This design comes from an exercise in tuning for small area and a short achievable clock period on the open sky130 flow, not from production work. At most, simulation tests tie the RTL to the original design; equivalence was not proved. The RTL of runs 2 to 7 was laid out without a check of its function. Power figures rest on the tool's default switching activity, not on a simulated workload.

==> flow/run.sh <==
#!/bin/bash
# synth_recipe.tcl (not shown) runs the flow's synth.tcl, then flattens the netlist and writes it again
# the make line also repeats each setting of config.mk as NAME=value (left out here)
make -C /OpenROAD-flow-scripts/flow DESIGN_CONFIG=/design/flow/config.mk WORK_HOME=/design/flow/orfs CLKGATE_MAP_FILE= SYNTH_SCRIPT=/design/flow/synth_recipe.tcl finish
==> flow/config.mk <==
export PLATFORM = sky130hd
export DESIGN_NAME = sync_fifo
export DESIGN_NICKNAME = sync_fifo
export VERILOG_FILES = /design/flow/design.v
export SDC_FILE = /design/flow/constraint.sdc
export NUM_CORES = 4
export LEC_CHECK = 0
export CAP_MARGIN = 20
export CORE_MARGIN = 2
export CORE_UTILIZATION = 40
export SLEW_MARGIN = 20
==> flow/constraint.sdc <==
create_clock -name core_clock -period 4.0 [get_ports {clk}]
set_input_delay 0.8000 -clock core_clock [delete_from_list [all_inputs] [get_ports {clk}]]
set_output_delay 0.8000 -clock core_clock [all_outputs]
set_load 0.01 [all_outputs]
==> flow/design.v <==
`default_nettype none
module sync_fifo
#(
    parameter DATA_WIDTH = 8,
    parameter DATA_DEPTH = 64,
    parameter ADDR_WIDTH = 6
)
(
	input   wire                      clk,
	input   wire                      rst_n,
	input   wire  [DATA_WIDTH-1:0]    wr_data,
	input   wire                      rq,   
	input   wire                      wq,   
	output  reg   [DATA_WIDTH-1:0]    rd_data,
	output  wire                      full,
	output  wire                      empty
);
reg [DATA_WIDTH-1:0] fifo_mem [DATA_DEPTH-1:0];
reg[ADDR_WIDTH:0]  counter;  
reg[ADDR_WIDTH-1:0] rd_ptr;
reg[ADDR_WIDTH-1:0] wr_ptr;
wire wr_en;
wire rd_en;
assign   full  = (counter==DATA_DEPTH) ? 1'b1 : 1'b0;
assign   empty = (counter==0) ? 1'b1 : 1'b0;
assign   wr_en = wq && !full;
assign   rd_en = rq && !empty;
always @(posedge clk or negedge rst_n)
begin
	if(!rst_n)
		counter<=0;
	else if(wr_en && !rd_en)
		counter <= counter + 1;
	else if(rd_en && !wr_en)
		counter <= counter - 1;
	else
		counter <= counter;    
end
always @(posedge clk or negedge rst_n )
begin
	if(!rst_n) begin
		rd_data <= 0;
	end
	else if(rd_en)
		rd_data <= fifo_mem[rd_ptr];
end
always @(posedge clk)
begin
	if(wr_en)
		fifo_mem[wr_ptr] <= wr_data;
end
always @(posedge clk or negedge rst_n)
begin
	if(!rst_n)
        begin
            wr_ptr <= 0;
            rd_ptr <= 0;
        end
	else
        begin
            if(wr_en)
                wr_ptr <= wr_ptr + 1;
            if(rd_en)
                rd_ptr <= rd_ptr + 1;
        end
end
endmodule
`default_nettype wire
==> run notes, run 1 <==
The effective utilization at floorplan came out at about two fifths. The leakage power summed over all cells is about 0.0081 uW. In the layout the commonest cells are sky130_fd_sc_hd__edfxtp_1, sky130_fd_sc_hd__mux2i_1, sky130_fd_sc_hd__nor2_1, sky130_fd_sc_hd__buf_4, sky130_fd_sc_hd__clkbuf_16. The clock passes through at most 3 buffers.

The tightest hold path in the finished design has a slack of 489 ps. The average wire per cell in the routed design is around 25 um. The critical path class is reg2reg. STA classifies the critical path startpoint as a flop.

The final critical path takes up a little under nine tenths of the cycle. The slowest stage of the critical path belongs to the cell sky130_fd_sc_hd__or4_4. Entering global routing, the biggest net connects 45 pins.

The first routing iteration left 909 violations. The capture endpoint of the worst hold path is rd_data[4]. The count of nets after finishing is approximately 1300.

The via count came out at between 10000 and 15000. For this run, the register share of the synthesized area comes to between 70% and 80%. After floorplanning, the core was sized to cover about 53000 um^2. The number of buffers inserted by hold repair at cts is 0.

The highest net fanout along the worst path came out at 6. The die span in x came out at between 200 and 250 um. The sum of net half-perimeters after detailed placement came out at approximately 32000 um. The number of setup violations in the final report came out at 0. The internal power of the cells came out at about 11000 uW. The clock-pin slew reported for the worst setup and hold paths after clock tree synthesis came out at ~60 ps. The maximum clock frequency is between 200 and 300 MHz. The startpoint identified for the worst register-to-register timing path is counter[1]. After clock tree synthesis, the setup repair step added 0 buffers. The die is 236 um tall. The cell count of the worst hold path came out at 2. The number of cell instances on the worst register-to-register path came out at 11. TritonCTS built the clock tree. The flow ran to the end and the layout has no timing, DRC or antenna violations. The share of final-layout standard cells stronger than drive strength 1 is approximately 17%. The total number of clock tree sinks came out at around 540.

The area of the die is around 56000 um^2. Setup slack closes at 555 ps. Counting flops with a built-in enable in the synthesized netlist gives a little over 500. TritonCTS created 54 clock buffers. The number of top-level design ports is 22.

In this run, the combinational gates consume 27.0% of the power. The number of nets with antenna violations after routing came out at 0. The number of register bits inferred by synthesis came out at roughly 540. STA classifies the critical path endpoint as a flop. The cell sitting at the root of the clock tree is a sky130_fd_sc_hd__clkbuf_16. The remaining design rule violation count came out at 0. The depth of the CTS H-tree came out at 2.

The synthesized area divided by synthesized cell count came out at roughly 18 um^2. The share of total power dissipated in the clock network is roughly 30%. For flop-to-flop paths, the worst setup slack is 560 ps. Before antenna repair, the detailed router went through 5 iterations.

The clock period minus worst slack came out at between 3000 and 4000 ps. The number of library cell types mapped by synthesis came out at 54. The switching power as a share of total power is 31.0%. Row generation in the floorplan step produced 84 rows. The ratio of routed vias to standard cells is around 5.6. Among all flip-flop cells after synthesis, the most frequent one is sky130_fd_sc_hd__edfxtp_1. The final estimated routing congestion in global placement is between 0.8 and 0.9. The via count of the first global-routing pass came to around 11000. The max-slew violation total from the final report came out at 0. The longest individual stage delay on the worst path came out at roughly 570 ps. The total routing usage reported by global routing came out at a little under a fifth. Across the run, the number of max-cap violations was 0.

The post-route setup TNS is 0 ps. The class of the tightest hold or removal check is reg2reg. At the worst endpoint, the required time is ~4500 ps. The worst setup timing slack at the placement stage is between 500 and 600 ps. The synthesis-to-layout area growth came out at 13.5%. 0 antenna diodes ended up in the layout. The insertion delay of the later-clocked pin in the worst-skew pair is between 500 and 600 ps. Leaving out fill and tap cells, the most frequent cell in the layout is sky130_fd_sc_hd__edfxtp_1.

Between clock sinks in the finished design, the worst skew comes to 13.4 ps. The number of gates resized after CTS came out at 0. The fill cell total of the finished layout is 4481. In this run the most critical hold path is launched from rd_data[4].

The wire length after detailed routing came out at approximately 51000 um. The overall power after layout is around 16000 uW. The number of nets in the synthesized netlist is 1192. The cell family contributing the most delay on the critical path is simple AND/OR/NAND/NOR gates.

Power spread over the standard cell area amounts to between 600 and 700 nW/um^2. For this run, the number of Yosys warnings is 1. The power dissipated by switching net loads is between 5000 and 6000 uW. The fraction of power consumed by sequential logic is between 40% and 50%. The max-slew headroom at the worst pin is ~29%. Data on the critical path arrives at its endpoint at slightly below 4000 ps. The combined buffer and inverter count along the critical path came out at 2. The async set-or-reset flop fraction in the synthesized netlist came out at between 5 and 6%. The worst register-to-register path ends at counter[5]. At the pin with the least slew margin, the transition time is roughly 1100 ps.

The count of input and output buffers is 21. The final global-route overflow total came out at 0. The hold violation total from the final report came out at 0. The number of antenna violations at the first check in global routing is 0. The global-route wire length before repair is 75400 um. The critical path goes through or4_4 -> o41a_4 -> inv_1 -> ha_1 -> inv_1 -> ha_1 -> a21o_1 -> a21o_1 -> a21oi_1 -> nor4_1 -> or3b_2. The netlist area before placement came out at between 20000 and 25000 um^2.

The synthesized netlist cell count came out at between 1000 and 1500. The worst-case IR drop observed on VDD is roughly 0.43 mV. Setup repair after global routing left no endpoint under its margin.
synth_stat cells, drive strengths merged (3+ instances only):
cell type    n  area, um^2
edfxtp     512       15400
mux2i      120        1200
nor2       106         398
mux4        68        1580
buf         54         428
nand2       46         175
dfrtp       27         676
o21ai       26         130
o22ai       22         138
nor4        19         125
a211oi      18         135
nand3       13        65.1
nor2b       12        75.1
clkbuf      11        41.3
a22o        10        87.6
o221ai      10        87.6
xnor2       10        87.6
a221oi       8        70.1
a31oi        8        50.1
ha           8         100
nor3         7        35.0
a311o        6        60.1
inv          6        22.5
xor2         5        43.8
nand3b       4        33.8
or3b         4        35.0
a211o        3        26.3
a21o         3        22.5
and2         3        18.8
sequential cells by signal, summed over array words and instances (netlist names):
name,count
counter,7
rd_data,8
fifo_mem,512
wr_ptr,6
rd_ptr,6
worst min-delay path, delay by kind of cell, from the launching register on:
kind             cells  cell delay (ps)
flip-flops           1              350
AND/OR/NAND/NOR      2              100
per-stage QoR:
stage               std cells  area (um^2)  util, %
CTS                      1994        24400     46.2
floorplan                1171        21500        -
global route             1994        24400     46.2
global placement         1893        22700     42.9
detailed placement       1893        22700     42.9
finish                   1994        24400     46.2
power by group through the flow:
stage	clock (uW)	sequential (uW)	combinational [uW]
after floorplan	0	6760	3320
after global placement	0	7110	4370
after detailed placement	0	7120	4420
after CTS	4980	7000	4440
after global routing	5210	7040	4720
final	4890	7000	4400
area by class of cell:
cell class | instances | area (um^2) | area share, %
Inverter | 6 | 22.5 | 0.0923
Clock buffer | 71 | 1480 | 6.06
Clock inverter | 30 | 238 | 0.974
Tap cell | 688 | 861 | 3.53
Multi-Input combinational cell | 561 | 4970 | 20.4
Sequential cell | 539 | 16100 | 65.8
Timing Repair Buffer | 99 | 781 | 3.20
metal layers:
metal,routed length (um),vias to the layer above,global-route usage (%)
li1,-,4880,-
met1,22800,5864,26.5
met2,23500,335,28.6
met3,3000,73,3.14
met4,1320,0,5.96
met5,0,-,0
how the worst max path moves through the flow:
stage / start / to / slack (ps) / cells past startpoint
finish: counter[1] / counter[5] / 560 / 11
CTS: counter[1] / counter[5] / 560 / 11
global route: counter[1] / counter[5] / 280 / 11
global placement: wq / counter[5] / 540 / 11
detailed placement: wq / counter[5] / 540 / 11
floorplan: counter[1] / counter[5] / 630 / 12
cells by family after synthesis:
kind of cell / count (synthesis) / share of synthesized area [%]
multiplexers: 190 / 13.0
flip-flops: 539 / 74.6
AND/OR/NAND/NOR: 225 / 4.82
AO/OA/AOI/OAI: 122 / 4.09
buffers and inverters: 71 / 2.29
adder cells (fa/ha/maj): 9 / 0.558
XOR/XNOR: 15 / 0.611
==> run 2: changes to the inputs <==
==> flow/design.v (replaced) <==
`default_nettype none
module sync_fifo
#(
    parameter DATA_WIDTH = 8,
    parameter DATA_DEPTH = 64,
    parameter ADDR_WIDTH = 6
)
(
	input   wire                      clk,
	input   wire                      rst_n,
	input   wire  [DATA_WIDTH-1:0]    wr_data,
	input   wire                      rq,   
	input   wire                      wq,   
	output  reg   [DATA_WIDTH-1:0]    rd_data,
	output  wire                      full,
	output  wire                      empty
);
reg [DATA_WIDTH-1:0] mem [DATA_DEPTH-1:0];
reg [ADDR_WIDTH-1:0] rd_ptr;
reg [ADDR_WIDTH-1:0] wr_ptr;
reg full_r;
reg empty_r;
assign full  = full_r;
assign empty = empty_r;
wire wr_en = wq & ~full_r;
wire rd_en = rq & ~empty_r;
wire [ADDR_WIDTH-1:0] rd_ptr_inc = rd_ptr + 1'b1;
wire [ADDR_WIDTH-1:0] wr_ptr_inc = wr_ptr + 1'b1;
wire one_left  = (rd_ptr_inc == wr_ptr);    
wire one_free  = (wr_ptr_inc == rd_ptr);    
always @(posedge clk or negedge rst_n)
begin
	if (!rst_n) begin
		rd_ptr  <= 0;
		wr_ptr  <= 0;
		full_r  <= 1'b0;
		empty_r <= 1'b1;
	end else begin
		if (wr_en)
			wr_ptr <= wr_ptr_inc;
		if (rd_en)
			rd_ptr <= rd_ptr_inc;
		empty_r <= ~wr_en & (empty_r | (rd_en & one_left));
		full_r  <= ~rd_en & (full_r | (wr_en & one_free));
	end
end
always @(posedge clk or negedge rst_n)
begin
	if (!rst_n)
		rd_data <= 0;
	else if (rd_en)
		rd_data <= mem[rd_ptr];
end
genvar i;
generate
	for (i = 0; i < DATA_DEPTH; i = i + 1) begin : row
		wire ld = (wr_ptr == i) & ~full_r;
		always @(posedge clk)
			mem[i] <= ({DATA_WIDTH{ld}} & wr_data) | ({DATA_WIDTH{~ld}} & mem[i]);
	end
endgenerate
endmodule
`default_nettype wire
--- a/flow/config.mk
+++ b/flow/config.mk
@@ -7,5 +7,6 @@
 export LEC_CHECK = 0
 export CAP_MARGIN = 20
 export CORE_MARGIN = 2
-export CORE_UTILIZATION = 40
+export CORE_UTILIZATION = 65
+export PLACE_DENSITY = 0.75
 export SLEW_MARGIN = 20
==> run 2 against run 1 <==
Net effect:
- largest cell class unchanged
- hold slack better by 13 ps
- critical path depth fell by 1
- total power grew 0.72%
- non-clock buffer count grew 14
- critical path type unchanged
- clock power shrank 3%
==> run notes, run 2 <==
The post-route clock skew came out at ~20 ps. The arrival time of data at the critical path endpoint is between 4000 and 5000 ps. Per report_power, the sequential group accounts for between 40% and 50% of the total.

The worst setup path is captured at a flop. The clock period minus worst slack came out at about 3800 ps. Synthesis handed over a netlist of ~1300 instances.

The actual transition at the worst max-transition pin came out at roughly 1300 ps. The number of setup violations in the final report is 0. The clock share of power came out at around 29%. Timing would allow up to 262 MHz. For the worst-skew pair, the clock arrives at the later sink with an insertion delay of about 600 ps. The total setup buffers inserted after CTS is 0. The via count is between 10000 and 15000.

The cell at the root of the clock tree is sky130_fd_sc_hd__clkbuf_16. The maximum buffer depth of the clock tree came out at 3. The internal portion of the total power is between 10000 and 15000 uW. The part of the cycle the worst path needs came out at between 90% and 100%. The antenna diode count came out at 0. The effective utilization at floorplan came out at roughly two thirds.

The number of library cell types mapped by synthesis came out at 71. The share of final-layout standard cells stronger than drive strength 1 came out at around 14%. The number of rows created at floorplan came out at 65.

In this run the tightest slew margin relative to its limit is approximately 15%. After detailed routing, the number of remaining DRC violations is 0. The global-route wire length before repair came out at 95000 um.

The number of cell instances on the worst register-to-register path came out at 10. The clock-pin slew reported for the worst setup and hold paths after clock tree synthesis is 60 ps. The hold violation total from the final report came out at 0. The sum of net half-perimeters after detailed placement came out at between 40000 and 50000 um.

Setup repair after global routing left no endpoint under its margin. In the synthesized netlist the dominant register cell turns out to be sky130_fd_sc_hd__edfxtp_1. The number of antenna violations at the first check in global routing is 0.

Buffers inserted during clock tree synthesis total 51. After detailed routing, the total wire length is ~70000 um. The area growth from synthesis to layout is 13.0%.

At the end of routability-driven placement, the weighted congestion stood at a little over 1. The count of nets after finishing came out at roughly 1500. The via count of the first global-routing pass came out at roughly 13000.

The area of the die came out at ~34000 um^2. The number of placed instances, taps included is 1781. The number of register bits inferred by synthesis came out at roughly 530.

The power per cell area came out at 691 nW/um^2. The setup path with the least slack is of type reg2reg. Across all hold checks on the routed design, the worst slack comes to 502 ps. After detailed routing, the number of vias per cell comes to roughly 7.4. The standard cell core area came out at approximately 32000 um^2.

The class of the tightest hold or removal check is reg2reg. The first TritonRoute pass finished after 6 iterations. Leaving out fill and tap cells, the most frequent cell in the layout is sky130_fd_sc_hd__edfxtp_1. TritonCTS built the clock tree.

The number of gates resized after CTS came out at 0. In the post-synthesis netlist, the cell with the most instances is sky130_fd_sc_hd__edfxtp_1. Net switching is between 30% and 40% of the power. The total routing usage reported by global routing came out at between 40% and 50%. Counting instances, the worst hold path has a depth of 2. In the final routed layout, each cell accounts on average for about 36 um. After synthesis, flip-flops and latches occupy between 70% and 80% of the total area.

The flow ran to the end and the layout has no timing, DRC or antenna violations. The highest net fanout along the worst path came out at 21. The depth of the CTS H-tree is 2. The leakage power summed over all cells is ~0.008 uW. The die is between 150 and 200 um wide.

The dominant cell type by area after synthesis is sky130_fd_sc_hd__edfxtp_1. Counting flops with a built-in enable in the synthesized netlist gives around 500. At the worst endpoint, the required time is 4420 ps.

The first-iteration detailed-routing DRC count came out at 2704. The share of Yosys cell area claimed by the top area cell type is between 70% and 80%. Yosys printed 2 warnings.

The analysis attributes to net switching a power of around 5600 uW. Ranked by instance count, the synthesized netlist is headed by sky130_fd_sc_hd__edfxtp_1, sky130_fd_sc_hd__nor2_1, sky130_fd_sc_hd__a22oi_1. The synthesized area divided by synthesized cell count came out at ~16 um^2. After clock tree synthesis, the flow added hold-fix buffers numbering 0. The total non-filler cell area in the finished layout came out at ~24000 um^2. For this run the aggregate overflow at the end of global routing stands at 0. The worst supply voltage drop on vdd came out at approximately 0.42 mV. The vertical die dimension came out at 184 um. The number of nets in the synthesized netlist came out at between 1000 and 1500. The max-slew violation total from the final report came to 0. For this run, asynchronously set or reset flops after synthesis account for under 10%. The mapped netlist covers between 20000 and 25000 um^2. The number of nets with antenna violations after routing came out at 0.

The standard cell area after detailed placement is roughly 22000 um^2. Leaving out fill and tap cells, the most frequent cells in the layout are sky130_fd_sc_hd__edfxtp_1, sky130_fd_sc_hd__nor2_1, sky130_fd_sc_hd__a22oi_1, sky130_fd_sc_hd__buf_4, sky130_fd_sc_hd__nand2_1. The post-layout instance count excluding filler cells is 1874. In the post-synthesis netlist, the biggest area contributors are sky130_fd_sc_hd__edfxtp_1, sky130_fd_sc_hd__a22oi_1, sky130_fd_sc_hd__dfrtp_1, sky130_fd_sc_hd__nor2_1, sky130_fd_sc_hd__mux2i_1.

The largest net degree at the start of global routing is between 40 and 50. Counting every sink on the clock net gives roughly 530. The number of top-level design ports came out at 22.

The combinational cell fraction of total power is between 20% and 30%. Buffers placed on the I/O ports in this run total 21. The reported max-cap violation count is 0. Adding up every negative setup slack in the final design gives 0 ps. The worst setup path is launched from a flop.
==> run 2: cell types whose count changed after synthesis, sizes merged, moves of 15 or more <==
cell,change
a22oi,+128
mux2i,-94
mux4,-68
nor2,+33
nand4,+31
buf,-22
and3,+19
o22ai,-18
clkbuf,+17
a22o,+16
nand3,+16
a211oi,-15
==> run 2: cell type report <==
| class | instances | area [um^2] |
|---|---|---|
| inverters | 9 | 33.8 |
| well taps | 402 | 503 |
| repair buffers | 113 | 865 |
| clock buffers | 57 | 1300 |
| flip-flops and latches | 534 | 15900 |
| multi-input cells | 724 | 4780 |
| fillers | 1919 | 7970 |
| clock inverters | 35 | 334 |
==> run 2: per-stage QoR <==
step	util, %	setup slack, ps	power (uW)
global route	74.9	162	16700
CTS	74.8	273	16100
global placement	69.7	334	11500
finish	74.9	182	16400
detailed placement	69.7	275	11500
floorplan	-	1510	9530
==> run 2: power groups by stage <==
stage               sequential [uW]  combinational (uW)  clock (uW)
finish                         7000                4650        4750
global route                   7030                4740        4950
CTS                            6980                4420        4730
detailed placement             7090                4410           0
global placement               7080                4380           0
floorplan                      6890                2650           0
==> run 2: final timing paths <==
path | startpoint | end | slack [ps]
min in group asynchronous | rst_n | rd_ptr[4] | 550
max in group asynchronous | rst_n | empty_r | 2770
max reg2reg | rd_ptr[0] | rd_data[4] | 180
max | rd_ptr[0] | rd_data[4] | 180
min | rd_data[1] | rd_data[1] | 500
min reg2reg | rd_data[1] | rd_data[1] | 500
==> run 2: per-layer routing <==
layer | GRT usage (%) | routed length, um
met1 | 58.1 | 24000
met2 | 60.4 | 29900
met5 | 0 | 0
met4 | 20.2 | 4060
met3 | 10.8 | 10200
==> run 2: critical path, stage by stage, from the launching register on <==
cell and delay (ps):
sky130_fd_sc_hd__dfrtp_1 460, sky130_fd_sc_hd__inv_1 130, sky130_fd_sc_hd__ha_1 260, sky130_fd_sc_hd__buf_4 240, sky130_fd_sc_hd__nor3b_1 230, sky130_fd_sc_hd__and3_1 270
sky130_fd_sc_hd__a2111oi_2 390, sky130_fd_sc_hd__nand3_1 140, sky130_fd_sc_hd__or4_1 600, sky130_fd_sc_hd__nor4_1 760, sky130_fd_sc_hd__o21ai_0 170
==> run 2: cell families (layout without fill, tap and decap cells) <==
| kind of cell | Yosys count | in the layout | share of synthesized area (%) |
|---|---|---|---|
| compound gates | 291 | 291 | 10.9 |
| xor+xnor | 25 | 25 | 1.04 |
| fa+ha+maj | 8 | 8 | 0.476 |
| buf+inv | 69 | 214 | 1.57 |
| flops | 534 | 534 | 75.8 |
| mux | 29 | 29 | 1.40 |
| simple gates | 371 | 371 | 8.88 |
==> run 3: changes to the inputs <==
--- a/flow/config.mk
+++ b/flow/config.mk
@@ -7,6 +7,5 @@
 export LEC_CHECK = 0
 export CAP_MARGIN = 20
 export CORE_MARGIN = 2
-export CORE_UTILIZATION = 65
-export PLACE_DENSITY = 0.75
+export CORE_UTILIZATION = 40
 export SLEW_MARGIN = 20
==> run 3 against run 2 <==
Net effect:
- cell count increased by 16%
- global-route usage decreased by 14 points
- highest routed layer unchanged
- via count decreased by 2.0%
- critical path depth decreased by 2
- combinational power increased by 1%
- clock-buffer cell count increased by 9
- total power increased by 0.12%
- die area increased by 61%
- largest cell class unchanged
- maximum frequency increased by 2.3%
- sequential power about the same
- critical path type unchanged
- final area increased by 1.8%
- synthesized cell count unchanged
==> run notes, run 3 <==
The flow ran to the end and the layout has no timing, DRC or antenna violations. The clock passes through at most 3 buffers. The clock period could shrink to 3730 ps. The fraction of the core area covered by cells at the end of the flow is about 46%. The sum of net half-perimeters after detailed placement came out at ~51000 um. The number of synthesis warnings is 2. Setup repair after global routing left no endpoint under its margin. The actual transition at the worst max-transition pin came out at approximately 1400 ps. Sorting the synthesized cells by how often they occur yields sky130_fd_sc_hd__edfxtp_1, sky130_fd_sc_hd__nor2_1, sky130_fd_sc_hd__a22oi_1. The first TritonRoute pass finished after 6 iterations. The standard cell area after detailed placement is between 20000 and 25000 um^2. The total overflow left after global routing is 0. The insertion delay of the later-clocked pin in the worst-skew pair came out at 630 ps. For this run, design rule violations remaining after detail routing come to 0.

The core region is about 52000 um^2. In the post-synthesis netlist, the biggest area contributors are sky130_fd_sc_hd__edfxtp_1, sky130_fd_sc_hd__a22oi_1, sky130_fd_sc_hd__dfrtp_1, sky130_fd_sc_hd__nor2_1, sky130_fd_sc_hd__mux2i_1. The post-route netlist has between 10 and 15% of its cells at a drive strength greater than 1. The post-route setup TNS came out at 0 ps. In the post-synthesis netlist, the cell with the most instances is sky130_fd_sc_hd__edfxtp_1.

Leaving out fill and tap cells, the most frequent cells in the layout are sky130_fd_sc_hd__edfxtp_1, sky130_fd_sc_hd__nor2_1, sky130_fd_sc_hd__a22oi_1, sky130_fd_sc_hd__buf_4, sky130_fd_sc_hd__nand2_1. The via count of the first global-routing pass is 13000. The synthesized design contains around 500 enable-type register cells.

Net switching is a little over a third of the power. The area of the die is ~54000 um^2. For this run, the leading register cell type out of synthesis is sky130_fd_sc_hd__edfxtp_1. sky130_fd_sc_hd__edfxtp_1 takes more of the synthesized area than any other cell.

The floorplan step set the die width to ~230 um. Including well taps, the total number of placed cells is roughly 2100. Data on the critical path is required at its endpoint by 4490 ps.

The share of synthesized area in the top cell type comes to 73.1%. The combinational cell fraction of total power is 28.6%. The count of nets after finishing came out at about 1500.

The synthesis-to-layout area growth came out at 15.0%. In this run, CTS created clock tree buffers numbering 54. For this configuration, the core starts out at a cell density of ~40%. The max-slew violation total from the final report came out at 0. The number of nets in the synthesized netlist came out at 1347. Sequential elements use about 76% of the synthesized area. The number of nets with antenna violations after routing is 0. The wire length after detailed routing came out at ~74000 um. The number of setup violations in the final report came out at 0. The total non-filler cell area in the finished layout came out at approximately 24000 um^2. The synthesized netlist occupies a cell area of between 20000 and 25000 um^2. The power dissipated by switching net loads is about 5700 uW.

The synthesized area divided by synthesized cell count came out at 15.8 um^2. The arrival time of data at the critical path endpoint is 4220 ps. The vertical die dimension came out at approximately 230 um. The fraction of power consumed by sequential logic is between 40% and 50%. For this design the top-level I/O count stands at 22. The reported max-cap violation count is 0. The worst setup path is of the reg2reg kind.

The clock network is responsible for approximately 29% of the overall power. The post-layout instance count excluding filler cells came out at 2172. After clock tree synthesis, the setup repair step added 0 buffers.

The async set-or-reset flop fraction in the synthesized netlist came out at under 10%. The worst-case IR drop observed on VDD is approximately 0.38 mV. The total routing usage reported by global routing is 27.3%.

The number of antenna violations at the first check in global routing was 0. TritonCTS built the clock tree. The part of the cycle the worst path needs came out at approximately 93%. The total number of clock tree sinks came out at between 500 and 600. The synthesized netlist cell count is 1327.

The type of element launching the critical path is a flop. The number of buffers inserted by hold repair at cts came out at 0. The tightest min-delay check is of the in2async type.

The max-slew headroom at the worst pin came out at around a tenth. The tree is rooted in a sky130_fd_sc_hd__clkbuf_16. The internal power of the cells came out at around 11000 uW. Detailed routing inserted a total of between 10000 and 15000 vias.

The number of register bits inferred by synthesis is about 530. In the final routed layout, each cell accounts on average for about 34 um. In this run the worst path has a maximum fanout of 14. The hold violation total from the final report is 0. The global-route wire length before repair is just over 100000 um. The congestion estimate from routability-driven global placement came to 1.03.

The repair_antennas step left the layout with diodes totalling 0. The clock-pin slew reported for the worst setup and hold paths after clock tree synthesis is approximately 70 ps. The post-route clock skew is ~35 ps. The worst setup path is captured at a flop. The count of buffers added on input and output ports is 21. The number of library cell types mapped by synthesis is roughly 70. The number of gates resized after CTS is 0. The H-tree generated during clock tree synthesis spans 2 levels.

The most common cell after layout, fill and taps aside is sky130_fd_sc_hd__edfxtp_1. The leakage power summed over all cells is roughly 0.0079 uW. The maximum clock frequency is about 270 MHz.

The power per cell area came out at between 600 and 700 nW/um^2. Using the TritonRoute via totals, the vias-per-cell ratio works out to 6.28. The largest net degree at the start of global routing came out at 50. In this run the core area contains 84 standard-cell rows. The first-iteration detailed-routing DRC count is 2080.
## run 3: cell count changes in the layout (fill, tap and decap cells not counted), sizes merged
cell,change
clkbuf,+9
inv,-1
bufinv,-4
clkdlybuf4s50,-1
buf,+10
clkinvlp,-1
## run 3: path summary, 6_finish.rpt
check	depth (start not counted)	startpoint	endpoint	slack [ps]
max	8	rd_ptr[5]	rd_data[4]	270
min	1	rst_n	rd_ptr[0]	160
max reg2reg	8	rd_ptr[5]	rd_data[4]	270
min reg2reg	2	rd_data[0]	rd_data[0]	500
max in group asynchronous	1	rst_n	rd_ptr[2]	3430
min in group core_clock	2	rd_data[0]	rd_data[0]	500
## run 3: layout make-up
type | instances | area (um^2)
Clock buffer | 66 | 1420
Clock inverter | 29 | 210
Fill cell | 4510 | 28100
Inverter | 9 | 33.8
Multi-Input combinational cell | 724 | 4790
Sequential cell | 534 | 15900
Tap cell | 688 | 861
Timing Repair Buffer | 122 | 928
## run 3: per-layer routing
layer | GRT usage, % | routed length, um | up-vias
li1 | - | - | 5598
met1 | 37.3 | 28800 | 6868
met2 | 40.0 | 31800 | 967
met3 | 6.70 | 8430 | 209
met4 | 15.0 | 4560 | 0
met5 | 0 | 0 | -
## run 3: kinds of logic (layout without fill, tap and decap cells)
logic type | Yosys count | in the layout | synth area share [%]
AO/OA/AOI/OAI | 291 | 291 | 10.9
XOR/XNOR | 25 | 25 | 1.04
adder cells (fa/ha/maj) | 8 | 8 | 0.476
flip-flops | 534 | 534 | 75.8
buffers and inverters | 69 | 226 | 1.57
multiplexers | 29 | 29 | 1.40
AND/OR/NAND/NOR | 371 | 371 | 8.88
## run 3: metrics by stage
stage,total power [uW],setup slack (ps),hold slack [ps]
final,16400,266,157
after global routing,16900,302,180
after CTS,16300,423,499
after detailed placement,11600,441,485
after global placement,11600,430,488
after floorplan,9530,1510,504
## run 3: power groups by stage
| stage | clock network [uW] | logic, uW | registers [uW] |
|---|---|---|---|
| floorplan | 0 | 2650 | 6890 |
| global placement | 0 | 4490 | 7090 |
| detailed placement | 0 | 4490 | 7100 |
| CTS | 4780 | 4500 | 6990 |
| global route | 4990 | 4840 | 7040 |
| finish | 4720 | 4700 | 7000 |
## run 3: critical path, cell delays in order, from the launching register on
cell	delay, ps
sky130_fd_sc_hd__dfrtp_2	590
sky130_fd_sc_hd__buf_4	290
sky130_fd_sc_hd__or2_2	400
sky130_fd_sc_hd__nor2_1	240
sky130_fd_sc_hd__a2111oi_2	620
sky130_fd_sc_hd__nand3_1	230
sky130_fd_sc_hd__or4_1	530
sky130_fd_sc_hd__nor4_1	520
sky130_fd_sc_hd__o21ai_0	150
==> run 4: changes to the inputs <==
--- a/flow/config.mk
+++ b/flow/config.mk
@@ -7,5 +7,6 @@
 export LEC_CHECK = 0
 export CAP_MARGIN = 20
 export CORE_MARGIN = 2
-export CORE_UTILIZATION = 40
+export CORE_UTILIZATION = 60
+export SETUP_SLACK_MARGIN = 2.0
 export SLEW_MARGIN = 20
==> run 4 against run 3 <==
Net effect:
- cell count fell by 7.7%
- clock-buffer cell count shrank 9
- clock skew down 17 ps
- non-clock buffer count is 67 higher
- critical endpoint unchanged
- critical path depth is 1 higher
- highest routed layer unchanged
- routed wire length rose by 3.5%
- maximum frequency rose by 24%
- combinational power increased by 34%
- global-route usage increased by 16 points
==> run notes, run 4 <==
The run finished with no timing, DRC or antenna violations. After synthesis, the largest family of logic cells by area is compound AO/OA/AOI/OAI gates. The max-slew violation total from the final report was 0. The number of nets in the synthesized netlist came out at around 1300. The standard cell core area is around 35000 um^2. The average wire per cell in the routed design came out at roughly 38 um. The total number of clock tree sinks is 534. The clock-pin slew reported for the worst setup and hold paths after clock tree synthesis came out at roughly 70 ps.

The adder-cell share of the synthesized area is less than 1%. The netlist uses 71 different library cells. The data required time of the worst path came out at between 4000 and 5000 ps. After synthesis, the cell types taking the most area are sky130_fd_sc_hd__edfxtp_1, sky130_fd_sc_hd__a22oi_1, sky130_fd_sc_hd__dfrtp_1, sky130_fd_sc_hd__nor2_1, sky130_fd_sc_hd__mux2i_1. In the final timing run, aggregate negative setup slack is 0 ps.

The hold violation total from the final report is 0. The sequential fraction of the synthesis area came out at 75.8%. The count of nets after finishing came out at 1529.

The internal reg-to-reg setup slack is around 1000 ps. The number of buffers inserted by hold repair at cts came out at 0. The max-slew headroom at the worst pin came out at approximately 26%. The synthesis-to-layout area growth came out at 21.8%.

The number of synthesis warnings is 2. CTS placed an instance of sky130_fd_sc_hd__clkbuf_16 at the clock tree root. Buffers inserted during clock tree synthesis total between 50 and 60. The netlist area before placement is between 20000 and 25000 um^2. The antenna diode count is 0.

The sum of net half-perimeters after detailed placement is roughly 51000 um. The largest net degree at the start of global routing is 52. The class of the tightest hold or removal check is in2async. The die is around 190 um wide. The worst path uses approximately three quarters of the clock period. After detailed routing, the total wire length is around 76000 um. Traced cell by cell, the critical path runs through inv_2 -> ha_4 -> nor3b_2 -> and3_4 -> a2111oi_4 -> nand3_2 -> or4_4 -> nor4_4 -> o21ai_1. In this run the biggest area consumer among cell types represents roughly three quarters of the synthesized area. The first-pass iteration count of the detailed router came out at 6. Of all cell types, the one taking the most synthesized area is sky130_fd_sc_hd__edfxtp_1. The H-tree was split into 2 levels. The xor and xnor fraction of the mapped netlist area is 1.04%. The maximum clock frequency is between 300 and 400 MHz.

The count of input and output buffers is 21. Counting along the longest clock path gives a buffer depth of 3. The insertion delay of the later-clocked pin in the worst-skew pair is 620 ps.

The post-route clock skew is around 19 ps. The share of final-layout standard cells stronger than drive strength 1 is 28.5%. The worst setup path is captured at a flop. The simple-gate share of the synthesized area came out at slightly below 9%. For this design the top-level I/O count stands at 22. The critical path class is reg2reg. By count the netlist is led by sky130_fd_sc_hd__edfxtp_1, sky130_fd_sc_hd__nor2_1, sky130_fd_sc_hd__a22oi_1. The highest net fanout along the worst path came out at 6. The total routing usage reported by global routing is a little over two fifths. TritonCTS built the clock tree.

After the first detailed-routing iteration, the DRC count stood at 2458. The master of the slowest instance on the critical path is sky130_fd_sc_hd__or4_4. The via count of the first global-routing pass came out at 13700.

After synthesis, the share of cell area in mux cells is around 1.4%. Among all cell types in the netlist, the one instantiated most often is sky130_fd_sc_hd__edfxtp_1. A synthesized cell averages 15.8 um^2. The number of register bits inferred by synthesis is 534.

In this run, synthesis inferred between 500 and 600 flip-flops with an integrated enable. The most used flip-flop cell after synthesis is sky130_fd_sc_hd__edfxtp_1. The worst setup timing slack at the placement stage came out at 314 ps. The reported max-cap violation count is 0. Power spread over the standard cell area amounts to approximately 710 nW/um^2. Routability-driven placement finished with a final weighted congestion of roughly 1.1.

The clock period minus worst slack is ~3000 ps. The first global-routing pass estimated around 110000 um of wire. The final global-route overflow total came out at 0.

The type of element launching the critical path is a flop. The actual transition at the worst max-transition pin came out at between 1000 and 1500 ps. The area of the die came out at about 37000 um^2. The arrival time of data at the critical path endpoint is 3480 ps. The number of setup violations in the final report is 0.

Counting flops with an async set or reset pin after synthesis yields a share of about 4.1%. The initialized floorplan defines a little under 70 standard-cell rows. The count of nets left with antenna violations once routing finished came out at 0.

Leaving out fill and tap cells, the most frequent cells in the layout are sky130_fd_sc_hd__edfxtp_1, sky130_fd_sc_hd__buf_4, sky130_fd_sc_hd__a22oi_1, sky130_fd_sc_hd__nor2_1, sky130_fd_sc_hd__clkbuf_16. In the routed layout, each cell is associated on average with a via count of 7.20. Setup repair after global routing could not meet its margin everywhere.

The most common cell after layout, fill and taps aside is sky130_fd_sc_hd__edfxtp_1. The number of antenna violations at the first check in global routing was 0. The remaining design rule violation count came out at 0. The synthesized netlist cell count came out at 1327. The vertical die dimension is about 190 um.

The via count is 14400. The longest individual stage delay on the worst path is between 500 and 600 ps. The area fraction in compound gates after synthesis is between 10% and 20%.

The fill cell total of the finished layout came out at roughly 2200. The leakage power summed over all cells came out at around 0.0085 uW. The final worst setup slack came out at approximately 1000 ps. The worst supply voltage drop on vdd came out at slightly above 0.5 mV. The effective utilization at floorplan is 60.9%.
[run 4: cell types whose count changed in the layout (fill, tap and decap cells not counted), sizes merged]
cell / previous run / this run
buf: 110 / 187
clkinv: 23 / 24
clkbuf: 66 / 57
clkdlybuf4s50: 12 / 2
clkinvlp: 4 / 3
bufinv: 1 / 8
[run 4: worst paths after layout]
check / endpoint / cells past startpoint / start
min in group core_clock: rd_data[4] / 2 / rd_data[4]
setup reg to reg: rd_data[4] / 9 / rd_ptr[0]
setup / recovery: rd_data[4] / 9 / rd_ptr[0]
max in group asynchronous: rd_ptr[3] / 1 / rst_n
hold reg to reg: rd_data[4] / 2 / rd_data[4]
hold / removal: rd_data[6] / 1 / rst_n
[run 4: critical path, delay by kind of cell, from the launching register on]
kind            cells  cell delay (ps)
compound gates      2              520
fa+ha+maj           1              210
buf+inv             1               90
flops               1              450
simple gates        5             1600
[run 4: layout make-up]
type / count / area, um^2 / area share (%)
sequential: 534 / 16000 / 62.3
multi-input combinational: 724 / 5620 / 22.0
timing repair buffer: 189 / 1700 / 6.65
clock buffer: 57 / 1300 / 5.07
tap: 455 / 569 / 2.22
clock inverter: 36 / 419 / 1.64
inverter: 9 / 37.5 / 0.147
[run 4: per-stage QoR]
stage                     utilization, %  total power, uW  area, um^2  hold slack, ps  std cells
after global routing                74.1            18600       25600             257       2004
after detailed placement            64.4            11700       22300             490       1831
final                               74.1            18300       25600             232       2004
after global placement              64.4            11700       22300             482       1831
after CTS                           72.9            17600       25200             234       1984
after floorplan                        -             9650       21200             504       1327
[run 4: repair_timing]
action,in CTS,in global routing
gates resized for setup,208,57
gates cloned,0,0
setup endpoints to repair,383,170
pin swaps,31,21
setup buffers,60,20
[run 4: power by group]
| group | total, uW | switching, uW | internal [uW] |
|---|---|---|---|
| Clock | 4980 | 2110 | 2870 |
| Sequential | 6980 | 325 | 6660 |
| Combinational | 6320 | 4010 | 2310 |
| Total | 18300 | 6440 | 11800 |
[run 4: routing by layer]
metal	global-route usage, %	part of all wire (%)	wire length (um)	vias to the layer above
met3	10.4	14	10400	272
met5	0	0	0	-
li1	-	-	-	5740
met2	64.4	45	34200	1274
met4	24.1	6.7	5140	0
met1	58.1	35	26500	7147
[run 4: cells by family (layout without fill, tap and decap cells)]
kind of cell,count (synthesis),after routing
AO/OA/AOI/OAI,291,291
XOR/XNOR,25,25
adder cells (fa/ha/maj),8,8
buffers and inverters,69,291
flip-flops,534,534
multiplexers,29,29
AND/OR/NAND/NOR,371,371
==> run 5: changes to the inputs <==
==> flow/design.v (replaced) <==
`default_nettype none
module sync_fifo
#(
    parameter DATA_WIDTH = 8,
    parameter DATA_DEPTH = 64,
    parameter ADDR_WIDTH = 6
)
(
	input   wire                      clk,
	input   wire                      rst_n,
	input   wire  [DATA_WIDTH-1:0]    wr_data,
	input   wire                      rq,   
	input   wire                      wq,   
	output  reg   [DATA_WIDTH-1:0]    rd_data,
	output  wire                      full,
	output  wire                      empty
);
reg [DATA_WIDTH-1:0] mem [DATA_DEPTH-1:0];
reg [ADDR_WIDTH-1:0] wr_ptr;
reg [7:0]            rd_lo;      
reg [2:0]            rd_hi;      
reg full_r;
reg empty_r;
assign full  = full_r;
assign empty = empty_r;
wire wr_en = wq & ~full_r;
wire rd_en = rq & ~empty_r;
wire [ADDR_WIDTH-1:0] wr_ptr_inc = wr_ptr + 1'b1;
wire [ADDR_WIDTH-1:0] wr_ptr_dec = wr_ptr - 1'b1;
wire one_left = rd_lo[wr_ptr_dec[2:0]] & (rd_hi == wr_ptr_dec[5:3]);
wire one_free = rd_lo[wr_ptr_inc[2:0]] & (rd_hi == wr_ptr_inc[5:3]);
always @(posedge clk or negedge rst_n)
begin
	if (!rst_n) begin
		wr_ptr  <= 0;
		rd_lo   <= 8'b0000_0001;
		rd_hi   <= 0;
		full_r  <= 1'b0;
		empty_r <= 1'b1;
	end else begin
		if (wr_en)
			wr_ptr <= wr_ptr_inc;
		if (rd_en) begin
			rd_lo <= {rd_lo[6:0], rd_lo[7]};
			if (rd_lo[7])
				rd_hi <= rd_hi + 1'b1;
		end
		empty_r <= ~wr_en & (empty_r | (rd_en & one_left));
		full_r  <= ~rd_en & (full_r | (wr_en & one_free));
	end
end
reg [DATA_WIDTH-1:0] grp [7:0];
reg [DATA_WIDTH-1:0] rd_next;
integer j, k;
always @(*) begin
	for (j = 0; j < 8; j = j + 1) begin
		grp[j] = {DATA_WIDTH{1'b0}};
		for (k = 0; k < 8; k = k + 1)
			grp[j] = grp[j] | ({DATA_WIDTH{rd_lo[k]}} & mem[8*j+k]);
	end
	rd_next = {DATA_WIDTH{1'b0}};
	for (j = 0; j < 8; j = j + 1)
		rd_next = rd_next | ({DATA_WIDTH{rd_hi == j}} & grp[j]);
end
always @(posedge clk or negedge rst_n)
begin
	if (!rst_n)
		rd_data <= 0;
	else if (rd_en)
		rd_data <= rd_next;
end
genvar i;
generate
	for (i = 0; i < DATA_DEPTH; i = i + 1) begin : row
		always @(posedge clk)
			if ((wr_ptr == i) && !full_r)
				mem[i] <= wr_data;
	end
endgenerate
endmodule
`default_nettype wire
==> run 5 against run 4 <==
Net effect:
- combinational power decreased by 73%
- critical path type unchanged
- global-route usage down 10 points
- register-to-register slack gained 840 ps
- clock skew increased by 4.4 ps
- largest cell class unchanged
- synthesized area down 3.5%
- still clean on timing, DRC and antenna
==> run notes, run 5 <==
The core region is around 33000 um^2. Synthesis produced 1176 cells. The clock-pin slew reported for the worst setup and hold paths after clock tree synthesis is 70 ps. The final critical path takes up roughly 54% of the cycle. Across all register-to-register paths, the minimum setup slack is between 1500 and 2000 ps. The post-route setup TNS came out at 0 ps. The flip-flop count of the largest register after layout is ~500. The total CTS buffers came out at 52.

The number of antenna violations at the first check in global routing came to 0. The path class of the tightest hold or removal check is in2async. In the routed layout, each cell is associated on average with a via count of about 7.0. The timing startpoint of the critical path is rd_lo[1]. The clock period minus worst slack came out at between 2000 and 2500 ps. The wire length after detailed routing is 59500 um. The reported max-cap violation count came out at 0. The highest-utilization routing layer at the global route stage is met2. The flow ran to the end and the layout has no timing, DRC or antenna violations. By count the netlist is led by sky130_fd_sc_hd__edfxtp_1, sky130_fd_sc_hd__a22oi_1, sky130_fd_sc_hd__nor2_1.

The largest net degree at the start of global routing is 65. After floorplanning, the core was divided into 67 placement rows. TritonCTS built the clock tree.

The share of final-layout standard cells stronger than drive strength 1 is between 30% and 40%. The data required time of the worst path came out at 4480 ps. The area taken by multi-input logic gates is between 4000 and 5000 um^2. The number of nets handed over by synthesis was ~1200.

The max-slew violation total from the final report is 0. The number of register bits inferred by synthesis is 539. The capturing point of the worst reg2reg path is rd_data[1]. The area occupied by registers came out at ~16000 um^2.

The number of placed instances, taps included is 1588. The worst setup path is captured at a flop. 0 antenna diodes ended up in the layout. In the post-synthesis netlist, the biggest area contributors are sky130_fd_sc_hd__edfxtp_1, sky130_fd_sc_hd__a22oi_1, sky130_fd_sc_hd__dfrtp_1, sky130_fd_sc_hd__nor2_1, sky130_fd_sc_hd__nand4_1. The met2 usage in global routing is between 50% and 60%.

The global-route wire length before repair is between 80000 and 90000 um. Clock tree synthesis selected as its root buffer the cell sky130_fd_sc_hd__clkbuf_16. The biggest area contributor in the post-synthesis netlist is sky130_fd_sc_hd__edfxtp_1.

After the last flow step, the layout net total stands at roughly 1300. The maximum buffer depth of the clock tree came out at 3. The met1 layer usage reported by global route is a little under half.

The maximum clock frequency is 462 MHz. Global routing consumed, on the met3 layer, under 10% of the routing resources. At the end of routability-driven placement, the weighted congestion stood at between 0.9 and 1. The actual transition at the worst max-transition pin is about 1000 ps. After synthesis, the largest area contributor takes up around 76% of total cell area. For this design the ratio of total power to cell area is between 500 and 600 nW/um^2. The number of setup violations in the final report is 0. In this run the number of H-tree levels came out at 2.

The critical path class is reg2reg. Summed over all nets, the half-perimeter wirelength after detailed placement is a little over 30000 um. The vertical die dimension came out at ~190 um. The remaining design rule violation count came out at 0. The number of cell instances on the worst register-to-register path came out at 7. Among all cell types in the netlist, the one instantiated most often is sky130_fd_sc_hd__edfxtp_1. The area of the die came out at around 35000 um^2. The first-pass iteration count of the detailed router is 6. Setup repair after global routing could not meet its margin everywhere. The total number of clock tree sinks is 539.

For this run, the number of Yosys warnings is 3. The highest net fanout along the worst path came out at 19. The fill cell total of the finished layout came out at about 1800. The post-layout instance count excluding filler cells came out at ~1800. The via count of the first global-routing pass came to between 10000 and 15000.

Clock latency on the worst-skew pair, taken at its later pin, is ~600 ps. The leakage power summed over all cells came out at about 0.0078 uW. The total routing usage reported by global routing came out at roughly a third. The number of nets with antenna violations after routing is 0. The final global-route overflow total came out at 0.

The post-route clock skew came out at between 20 and 25 ps. The final route contains 12600 vias. Of all flip-flops after synthesis, the portion carrying an async set or reset was approximately 5%. The number of library cell types mapped by synthesis came out at between 40 and 50. The first-iteration detailed-routing DRC count came out at 1655. The overall power after layout came out at between 10000 and 15000 uW.

The netlist area before placement came out at approximately 20000 um^2. The largest registers in the layout are mem x512, rd_data x8, rd_lo x8. Leaving out fill and tap cells, the most frequent cell in the layout is sky130_fd_sc_hd__edfxtp_1.

In this run the horizontal extent of the chip is around 190 um. The type of element launching the critical path is a flop. The startpoint identified for the worst register-to-register timing path is rd_lo[1]. The worst pin sits at a relative slew slack of between 30% and 40%. Input and output buffers added on the ports amount to 21. IR analysis of the VDD net gives a maximum drop of between 0.5 and 0.6 mV. The number of top-level design ports is 22. The synthesized area divided by synthesized cell count came out at approximately 17 um^2. The number of buffers inserted by hold repair at cts came out at 0. Counting flops with a built-in enable in the synthesized netlist gives just over 500. The area growth from synthesis to layout is 24.9%. The library cells used most frequently in the layout, excluding fill and tap cells, are sky130_fd_sc_hd__edfxtp_1, sky130_fd_sc_hd__a22oi_1, sky130_fd_sc_hd__nor2_4, sky130_fd_sc_hd__buf_12.

The most used flip-flop cell after synthesis is sky130_fd_sc_hd__edfxtp_1. Data arrives at the worst endpoint at 2640 ps. Counting flops per register, the top entry is mem. The hold violation total from the final report was 0. The average wire per cell in the routed design came out at approximately 33 um.

Sequential elements use between 70% and 80% of the synthesized area. Once the floorplan was initialized, standard cells occupied between 60% and 70% of the core.
-- run 5: worst max-delay path by stage --
stage                 end  slack, ps  cells after the start
3_3_place_gp   rd_data[4]       1360                      5
2_1_floorplan  mem[20][0]       1930                      5
5_1_grt        rd_data[1]       1830                      7
4_1_cts        mem[50][7]       1920                      4
6_report       rd_data[1]       1840                      7
3_5_place_dp   rd_data[4]       1310                      5
-- run 5: layout make-up --
| class | count | area share, % |
|---|---|---|
| well taps | 448 | 2.21 |
| repair buffers | 167 | 8.97 |
| inverters | 5 | 0.0889 |
| clock buffers | 65 | 5.42 |
| flip-flops and latches | 539 | 63.5 |
| multi-input cells | 548 | 18.8 |
| clock inverters | 30 | 0.934 |
-- run 5: cell families after synthesis --
| logic type | after synthesis | synth area share (%) |
|---|---|---|
| flops | 539 | 79.1 |
| xor+xnor | 15 | 0.648 |
| mux | 8 | 0.654 |
| fa+ha+maj | 11 | 0.679 |
| simple gates | 188 | 4.23 |
| buf+inv | 89 | 2.30 |
| compound gates | 326 | 12.3 |
-- run 5: stage by stage --
stage	hold slack [ps]	setup slack (ps)	utilization (%)	cell area, um^2
floorplan	504	1930	-	20300
CTS	585	1920	73.2	24500
global placement	579	1360	62.2	20800
global route	609	1830	75.7	25300
finish	584	1840	75.7	25300
detailed placement	575	1310	62.3	20800
-- run 5: worst max-delay path, cell delays in order, from the launching register on --
cell and delay (ps):
sky130_fd_sc_hd__dfrtp_4 570, sky130_fd_sc_hd__buf_12 160, sky130_fd_sc_hd__buf_12 150, sky130_fd_sc_hd__a22oi_1 260, sky130_fd_sc_hd__nand4_1 260, sky130_fd_sc_hd__a221oi_2 310, sky130_fd_sc_hd__nor2_2 110, sky130_fd_sc_hd__o22a_1 200
-- run 5: report_power, final --
| group | switching [uW] | internal (uW) | leakage (uW) |
|---|---|---|---|
| sequential | 216 | 6610 | 0.00494 |
| combinational | 1150 | 549 | 0.00212 |
| clock | 2040 | 2670 | 0.000787 |
| total | 3410 | 9830 | 0.00784 |
-- run 5: what timing repair did --
action,4_1_cts,5_1_grt
resized for setup,239,89
setup endpoints to repair,531,491
gates cloned,0,6
pin swaps,60,44
buffers inserted,90,23
-- run 5: routing by layer --
metal | part of all wire [%] | vias up
li1 | - | 5111
met1 | 38 | 6452
met2 | 47 | 870
met3 | 11 | 151
met4 | 4.0 | 0
met5 | 0 | -
==> run 6: changes to the inputs <==
--- a/flow/design.v
+++ b/flow/design.v
@@ -17,36 +17,54 @@
 );
 reg [DATA_WIDTH-1:0] mem [DATA_DEPTH-1:0];
 reg [ADDR_WIDTH-1:0] wr_ptr;
-reg [7:0]            rd_lo;      
-reg [2:0]            rd_hi;      
+reg [7:0]            rd_lo_a;
+reg [7:0]            rd_lo_b;
+reg [3:0]            rd_hi;
 reg full_r;
 reg empty_r;
 assign full  = full_r;
 assign empty = empty_r;
 wire wr_en = wq & ~full_r;
 wire rd_en = rq & ~empty_r;
+wire [7:0] rd_lo = rd_lo_a | rd_lo_b;    
+wire       rd_p5 = |rd_lo_b;             
 wire [ADDR_WIDTH-1:0] wr_ptr_inc = wr_ptr + 1'b1;
 wire [ADDR_WIDTH-1:0] wr_ptr_dec = wr_ptr - 1'b1;
-wire one_left = rd_lo[wr_ptr_dec[2:0]] & (rd_hi == wr_ptr_dec[5:3]);
-wire one_free = rd_lo[wr_ptr_inc[2:0]] & (rd_hi == wr_ptr_inc[5:3]);
+wire one_left = rd_lo[wr_ptr_dec[2:0]] & rd_hi[wr_ptr_dec[4:3]] & (rd_p5 == wr_ptr_dec[5]);
+wire one_free = rd_lo[wr_ptr_inc[2:0]] & rd_hi[wr_ptr_inc[4:3]] & (rd_p5 == wr_ptr_inc[5]);
 always @(posedge clk or negedge rst_n)
 begin
 	if (!rst_n) begin
 		wr_ptr  <= 0;
-		rd_lo   <= 8'b0000_0001;
-		rd_hi   <= 0;
 		full_r  <= 1'b0;
 		empty_r <= 1'b1;
 	end else begin
 		if (wr_en)
 			wr_ptr <= wr_ptr_inc;
-		if (rd_en) begin
-			rd_lo <= {rd_lo[6:0], rd_lo[7]};
-			if (rd_lo[7])
-				rd_hi <= rd_hi + 1'b1;
-		end
 		empty_r <= ~wr_en & (empty_r | (rd_en & one_left));
-		full_r  <= ~rd_en & (full_r | (wr_en & one_free));
+		full_r  <= ~rd_en & (full_r | (wr_en & ~empty_r & one_free));
+	end
+end
+reg [7:0] lo_n;
+reg [3:0] hi_n;
+reg       p5_n;
+always @(*) begin
+	if (empty_r) begin
+		lo_n = 8'd1 << wr_ptr[2:0];
+		hi_n = 4'd1 << wr_ptr[4:3];
+		p5_n = wr_ptr[5];
+	end else begin
+		lo_n = {rd_lo[6:0], rd_lo[7]};
+		hi_n = rd_lo[7] ? {rd_hi[2:0], rd_hi[3]} : rd_hi;
+		p5_n = rd_p5 ^ (rd_lo[7] & rd_hi[3]);
+	end
+end
+always @(posedge clk)
+begin
+	if (empty_r || rq) begin
+		rd_lo_a <= lo_n & {8{~p5_n}};
+		rd_lo_b <= lo_n & {8{p5_n}};
+		rd_hi   <= hi_n;
 	end
 end
 reg [DATA_WIDTH-1:0] grp [7:0];
@@ -56,11 +74,11 @@
 	for (j = 0; j < 8; j = j + 1) begin
 		grp[j] = {DATA_WIDTH{1'b0}};
 		for (k = 0; k < 8; k = k + 1)
-			grp[j] = grp[j] | ({DATA_WIDTH{rd_lo[k]}} & mem[8*j+k]);
+			grp[j] = grp[j] | ({DATA_WIDTH{(j < 4) ? rd_lo_a[k] : rd_lo_b[k]}} & mem[8*j+k]);
 	end
 	rd_next = {DATA_WIDTH{1'b0}};
-	for (j = 0; j < 8; j = j + 1)
-		rd_next = rd_next | ({DATA_WIDTH{rd_hi == j}} & grp[j]);
+	for (j = 0; j < 4; j = j + 1)
+		rd_next = rd_next | ({DATA_WIDTH{rd_hi[j]}} & (grp[j] | grp[j+4]));
 end
 always @(posedge clk or negedge rst_n)
 begin
==> run 6 against run 5 <==
Net effect:
- global-route usage rose by 2.9 points
- worst setup slack got worse by 63 ps
- hold slack worse by 17 ps
==> run notes, run 6 <==
The final global-route overflow total came out at 0. The cell at the root of the clock tree is sky130_fd_sc_hd__clkbuf_16. The count of nets after finishing came out at 1334.

STA classifies the critical path startpoint as a flop. Setup violations remaining at the end of the flow were counted as 0. The most used flip-flop cell after synthesis is sky130_fd_sc_hd__edfxtp_1. The synthesis-to-layout area growth came out at 26.8%.

Summing over every cut layer, the via total after detailed routing is ~13000. The number of nets with antenna violations after routing came out at 0. The vertical die dimension is between 150 and 200 um.

After synthesis, the most frequently instantiated cells are sky130_fd_sc_hd__edfxtp_1, sky130_fd_sc_hd__a221oi_1, sky130_fd_sc_hd__a22o_1. The clock-pin slew reported for the worst setup and hold paths after clock tree synthesis is about 60 ps. The flip-flop count of the largest register after layout came out at 512. TritonCTS built the clock tree. Clock skew on the completed layout was measured at approximately 16 ps. The most common cell after layout, fill and taps aside is sky130_fd_sc_hd__edfxtp_1. Counting every sink on the clock net gives between 500 and 600.

The sequential fraction of the synthesis area came out at about four fifths. The number of antenna diodes in the final layout is 0. Counting distinct cell types in the post-synthesis netlist gives 42. The max-slew headroom at the worst pin is between 30% and 40%. The critical path in this run is classified as reg2reg. Summed over all nets, the switching power comes to slightly above 7000 uW. The area of the die came out at around 36000 um^2.

The final estimated routing congestion in global placement is ~0.89. The synthesized netlist cell count came out at approximately 1200. The number of top-level design ports is 22. The register with the most flip-flops in the final layout is mem.

The number of register bits inferred by synthesis is 548. Entering global routing, the biggest net connects 50 pins. The number of synthesized flops with an enable pin is ~530. The hold violation total from the final report is 0.

Global routing used a little over a third of the available tracks. Using the TritonRoute via totals, the vias-per-cell ratio works out to roughly 7.1. STA classifies the critical path endpoint as a flop. The share of final-layout standard cells stronger than drive strength 1 came out at 35.4%. The maximum clock frequency came out at 449 MHz. Setup repair after global routing could not meet its margin everywhere.

The area taken by multi-input logic gates came out at 5180 um^2. The average wire per cell in the routed design is 35.5 um. The part of the cycle the worst path needs is a little under three fifths.

The die is 189 um wide. The floorplan has 67 rows. The power per cell area came out at 768 nW/um^2.

The number of synthesis warnings is 3. The leakage power summed over all cells came out at 0.00850 uW. The internal power of the cells is around 13000 uW. The via count of the first global-routing pass came to between 10000 and 15000. Data on the critical path arrives at its endpoint at ~2600 ps.

The top cell types in the final layout, fill and taps aside, are sky130_fd_sc_hd__edfxtp_1, sky130_fd_sc_hd__a22o_1, sky130_fd_sc_hd__buf_4, sky130_fd_sc_hd__a221oi_2, sky130_fd_sc_hd__nor2_4. The remaining design rule violation count came out at 0. The standard cell area after detailed placement came out at about 21000 um^2. The depth of the CTS H-tree came out at 2. Clock tree synthesis inserted a total of 54 buffers. The actual transition at the worst max-transition pin is ~1000 ps.

The flow ran to the end and the layout has no timing, DRC or antenna violations. The number of nets handed over by synthesis was between 1000 and 1500. The netlist area before placement came out at around 21000 um^2. Counting flops with an async set or reset pin after synthesis yields a share of around 2.9%.

The synthesized area divided by synthesized cell count came out at 17.7 um^2. The first-iteration detailed-routing DRC count came out at 1720. The wire length after detailed routing came out at between 60000 and 70000 um. STA puts the critical path data required time at about 4400 ps. The first-pass iteration count of the detailed router came out at 6. The first global-routing pass estimated approximately 88000 um of wire. For the worst-skew pair, the clock arrives at the later sink with an insertion delay of between 500 and 600 ps. The total non-filler cell area in the finished layout is 26100 um^2. After layout, the minimum clock period comes to 2230 ps.

The sum of net half-perimeters after detailed placement came out at ~35000 um. The switching power as a share of total power came out at between 30% and 40%. The number of buffers inserted by hold repair at cts is 0. The max-slew violation total from the final report came out at 0. In this run the deepest clock path goes through 3 buffers. Across the whole layout, storage elements account for between 15000 and 20000 um^2. The clock network is responsible for between 20% and 30% of the overall power.

The share of Yosys cell area claimed by the top area cell type came out at between 70% and 80%. The count of input and output buffers is 21. The dominant cell type by area after synthesis is sky130_fd_sc_hd__edfxtp_1.

The effective utilization at floorplan is about three fifths. Yosys instantiated no cell more often than sky130_fd_sc_hd__edfxtp_1. The core region is 33600 um^2.

By area the synthesized netlist is led by sky130_fd_sc_hd__edfxtp_1, sky130_fd_sc_hd__a221oi_1, sky130_fd_sc_hd__a22o_1, sky130_fd_sc_hd__nor2_1, sky130_fd_sc_hd__dfrtp_1. The post-route setup TNS is 0 ps. In this run, flip-flops and latches consume 37.2% of the power. The worst hold path belongs to the class reg2reg. Fill cells in the final layout number between 1500 and 2000. The highest net fanout along the worst path is 13. The number of antenna violations at the first check in global routing was 1. Max-cap violations in this run came to 0. The combinational cell fraction of total power came out at around two fifths. IR analysis of the VDD net gives a maximum drop of between 0.5 and 0.6 mV.
[run 6: cell families (layout without fill, tap and decap cells)]
logic type	count (synthesis)	in the layout	synth area share, %
adders and majority gates	8	8	0.487
AOI/OAI and AO/OA	298	298	12.3
xor gates and xnor gates	11	11	0.505
buffers and inverters	94	289	1.94
DFF	548	548	79.7
and+or+nand+nor	188	188	4.25
muxes	12	12	0.816
[run 6: cell type report]
| type | count | share of cell area (%) |
|---|---|---|
| flip-flops and latches | 548 | 62.9 |
| clock buffers | 70 | 5.66 |
| well taps | 448 | 2.15 |
| multi-input cells | 517 | 19.9 |
| repair buffers | 185 | 8.60 |
| inverters | 8 | 0.115 |
| clock inverters | 26 | 0.668 |
[run 6: path summary, 6_finish.rpt]
path	from	end	slack, ps	cells past startpoint
max in group asynchronous	rst_n	wr_ptr[3]	2720	1
worst max register to register	rd_lo_b[6]	rd_data[4]	1770	7
min in group asynchronous	rst_n	wr_ptr[2]	690	1
worst min-delay path	rd_data[7]	rd_data[7]	570	2
worst min register to register	rd_data[7]	rd_data[7]	570	2
worst max-delay path	rd_lo_b[6]	rd_data[4]	1770	7
[run 6: repair_timing]
action / CTS / global route
buffers inserted: 74 / 43
setup endpoints to repair: 511 / 412
pin swaps: 58 / 52
gates resized for setup: 320 / 71
cloned: 9 / 1
[run 6: power by group through the flow]
stage	sequential (uW)	clock, uW	combinational, uW
2_1_floorplan	7150	0	2870
3_3_place_gp	7850	0	4130
3_5_place_dp	7860	0	4140
4_1_cts	7380	4800	6730
5_1_grt	7450	5020	7940
6_report	7430	4780	7790
[run 6: layer usage]
layer / up-vias / global-route usage, % / part of all wire (%)
met4: 0 / 9.74 / 3.8
met3: 166 / 9.79 / 13
met2: 909 / 52.9 / 46
li1: 5149 / - / -
met5: - / 0 / 0
met1: 6559 / 51.9 / 38
[run 6: worst max-delay path: stages (launching register included)]
cell and delay (ps):
sky130_fd_sc_hd__edfxtp_1 470, sky130_fd_sc_hd__buf_4 200, sky130_fd_sc_hd__bufbuf_16 310, sky130_fd_sc_hd__a22o_1 240
sky130_fd_sc_hd__a221oi_2 260, sky130_fd_sc_hd__nand4_1 160, sky130_fd_sc_hd__a22oi_2 280, sky130_fd_sc_hd__a31oi_1 130
[run 6: metrics by stage]
stage               utilization, %  std cells  total power (uW)  hold WS (ps)  setup slack (ps)
finish                        77.5       1802             20000           567              1770
global route                  77.5       1802             20400           590              1750
CTS                           74.9       1758             18900           569              1840
detailed placement            63.2       1579             12000           561              1250
global placement              63.1       1578             12000           558              1200
floorplan                        -       1159             10000           504              1910
==> run 7: changes to the inputs <==
--- a/flow/design.v
+++ b/flow/design.v
@@ -21,7 +21,8 @@
 reg [7:0]            rd_lo_b;
 reg [3:0]            rd_hi;
 reg full_r;
-reg empty_r;
+reg nempty_r;                    
+wire empty_r = ~nempty_r;
 assign full  = full_r;
 assign empty = empty_r;
 wire wr_en = wq & ~full_r;
@@ -37,11 +38,11 @@
 	if (!rst_n) begin
 		wr_ptr  <= 0;
 		full_r  <= 1'b0;
-		empty_r <= 1'b1;
+		nempty_r <= 1'b0;
 	end else begin
 		if (wr_en)
 			wr_ptr <= wr_ptr_inc;
-		empty_r <= ~wr_en & (empty_r | (rd_en & one_left));
+		nempty_r <= wr_en | (nempty_r & ~(rd_en & one_left));
 		full_r  <= ~rd_en & (full_r | (wr_en & ~empty_r & one_free));
 	end
 end
@@ -53,19 +54,21 @@
 		lo_n = 8'd1 << wr_ptr[2:0];
 		hi_n = 4'd1 << wr_ptr[4:3];
 		p5_n = wr_ptr[5];
-	end else begin
+	end else if (rq) begin
 		lo_n = {rd_lo[6:0], rd_lo[7]};
 		hi_n = rd_lo[7] ? {rd_hi[2:0], rd_hi[3]} : rd_hi;
 		p5_n = rd_p5 ^ (rd_lo[7] & rd_hi[3]);
+	end else begin
+		lo_n = rd_lo;
+		hi_n = rd_hi;
+		p5_n = rd_p5;
 	end
 end
 always @(posedge clk)
 begin
-	if (empty_r || rq) begin
-		rd_lo_a <= lo_n & {8{~p5_n}};
-		rd_lo_b <= lo_n & {8{p5_n}};
-		rd_hi   <= hi_n;
-	end
+	rd_lo_a <= lo_n & {8{~p5_n}};
+	rd_lo_b <= lo_n & {8{p5_n}};
+	rd_hi   <= hi_n;
 end
 reg [DATA_WIDTH-1:0] grp [7:0];
 reg [DATA_WIDTH-1:0] rd_next;
--- a/flow/config.mk
+++ b/flow/config.mk
@@ -8,5 +8,5 @@
 export CAP_MARGIN = 20
 export CORE_MARGIN = 2
 export CORE_UTILIZATION = 60
-export SETUP_SLACK_MARGIN = 2.0
+export SETUP_SLACK_MARGIN = 2.2
 export SLEW_MARGIN = 20
==> run 7 against run 6 <==
Net effect:
- clock-buffer cell count rose by 2
- synthesized area fell by 0.45%
- die area fell by 0.44%
- sequential power fell by 16%
- global-route usage rose by 2.7 points
- hold slack improved by 69 ps
- maximum frequency rose by 3.5%
- worst setup slack improved by 76 ps
- flip-flop and latch count did not move
- clock skew rose by 0.60 ps
- via count rose by 6.3%
- critical path type is now in2reg
- largest power group is now registers
- highest routed layer unchanged
==> run notes, run 7 <==
STA classifies the critical path startpoint as an input pin. After layout, the worst path uses a little over half of the clock period. The netlist area before placement is a little over 20000 um^2. The number of rows created at floorplan is 67.

The arrival time of data at the critical path endpoint came out at between 2000 and 3000 ps. The initial utilization of the core area, before any placement, comes to 61.0%. The via count came out at ~14000.

Across the routed clock network, the largest skew measured is between 15 and 20 ps. The worst setup timing slack at the placement stage came out at between 1000 and 1500 ps. Wires add up to between 60000 and 70000 um. After detailed routing, the number of vias per cell comes to 7.31. The synthesized design contains approximately 520 enable-type register cells. The mux share of post-synthesis cell area is less than 1%. Clock latency on the worst-skew pair, taken at its later pin, is between 500 and 600 ps. The standard cell core area is 33500 um^2. Counting instances in the post-synthesis netlist gives the leading cell types as sky130_fd_sc_hd__edfxtp_1, sky130_fd_sc_hd__a221oi_1, sky130_fd_sc_hd__a22o_1. The largest net degree at the start of global routing is 65. The vertical die dimension came out at around 190 um. The routed design could run at a clock period as short as between 2000 and 2500 ps.

The global-route wire length before repair came out at about 94000 um. After synthesis, the cell types taking the most area are sky130_fd_sc_hd__edfxtp_1, sky130_fd_sc_hd__a221oi_1, sky130_fd_sc_hd__a22o_1, sky130_fd_sc_hd__dfrtp_1, sky130_fd_sc_hd__nor2_1. The total overflow left after global routing is 0. The detail route stage leaves a number of antenna-violating nets equal to 0.

Of the total synthesized cell area, the portion taken by XOR and XNOR cells is less than 1%. The flow ran to the end and the layout has no timing, DRC or antenna violations. The leakage power summed over all cells came out at about 0.009 uW. In the post-synthesis netlist, the cell with the most instances is sky130_fd_sc_hd__edfxtp_1. The number of library cell types mapped by synthesis came out at 39.

Cells with a size suffix above 1 make up 39.1% of the layout. The clock net in this run drives a total of 548 sinks. The first-pass iteration count of the detailed router is 7. The biggest area contributor in the post-synthesis netlist is sky130_fd_sc_hd__edfxtp_1. The sum of net half-perimeters after detailed placement is roughly 35000 um. The post-route setup TNS came out at 0 ps.
[run 7: cell count changes in the layout (fill, tap and decap cells not counted), moves of 5 or more]
cell                       previous run  this run
sky130_fd_sc_hd__edfxtp_1           532       516
sky130_fd_sc_hd__o21ai_0              4        11
sky130_fd_sc_hd__a221oi_4             9        14
sky130_fd_sc_hd__nand2_2              3        10
sky130_fd_sc_hd__a221oi_1            46        36
sky130_fd_sc_hd__dfxtp_4              0        15
sky130_fd_sc_hd__buf_12              42        78
sky130_fd_sc_hd__buf_4               85       100
sky130_fd_sc_hd__clkinv_2            16         7
sky130_fd_sc_hd__a21oi_1              4        11
sky130_fd_sc_hd__a221oi_2            73        78
[run 7: cell families after synthesis]
family,count (synthesis)
AO/OA/AOI/OAI,312
buffers and inverters,90
multiplexers,10
XOR/XNOR,12
adder cells (fa/ha/maj),7
AND/OR/NAND/NOR,189
flip-flops,548
[run 7: stage by stage]
stage / instance area (um^2) / hold WS (ps)
2_1_floorplan: 20600 / 504
3_3_place_gp: 21200 / 610
3_5_place_dp: 21200 / 610
4_1_cts: 26200 / 607
5_1_grt: 27000 / 648
6_report: 27000 / 637
[run 7: repair_timing]
action | CTS | global route
resized for setup | 365 | 67
hold endpoints to repair | 0 | 0
pin swaps | 115 | 56
setup buffers | 133 | 35
cloned | 10 | 2
setup endpoints to repair | 552 | 527
[run 7: layout make-up]
| type | instances | area, um^2 |
|---|---|---|
| diodes | 1 | 2.50 |
| clock buffers | 72 | 1440 |
| clock inverters | 19 | 86.3 |
| fillers | 1599 | 6540 |
| inverters | 6 | 25.0 |
| multi-input cells | 530 | 5430 |
| flip-flops and latches | 548 | 16300 |
| well taps | 448 | 561 |
| repair buffers | 235 | 3160 |
[run 7: layer usage]
layer | wire, um | vias up | part of all wire (%)
li1 | - | 5287 | -
met1 | 24600 | 6874 | 35
met2 | 31700 | 1142 | 46
met3 | 8580 | 284 | 12
met4 | 4730 | 0 | 6.8
met5 | 0 | - | 0
[run 7: power breakdown]
group          total, uW  switching, uW  leakage (uW)  internal (uW)
sequential          6260              0       0.00498           6260
combinational        119            107       0.00308           12.5
clock               4540           2040      0.000747           2490
[run 7: critical path: stages]
cell	delay [ps]
sky130_fd_sc_hd__clkdlybuf4s50_1	600
sky130_fd_sc_hd__nand2_1	380
sky130_fd_sc_hd__or3_1	450
sky130_fd_sc_hd__o32ai_1	360
[run 7: worst paths after layout]
kind | startpoint | end | slack [ps] | cells past startpoint
max | wq | full_r | 1850 | 4
min | wr_ptr[4] | wr_ptr[4] | 640 | 2
max reg2reg | rd_lo_b[7] | rd_data[6] | 1910 | 6
min reg2reg | wr_ptr[4] | wr_ptr[4] | 640 | 2
max in group asynchronous | rst_n | wr_ptr[3] | 2570 | 1
min in group asynchronous | rst_n | rd_data[6] | 740 | 1
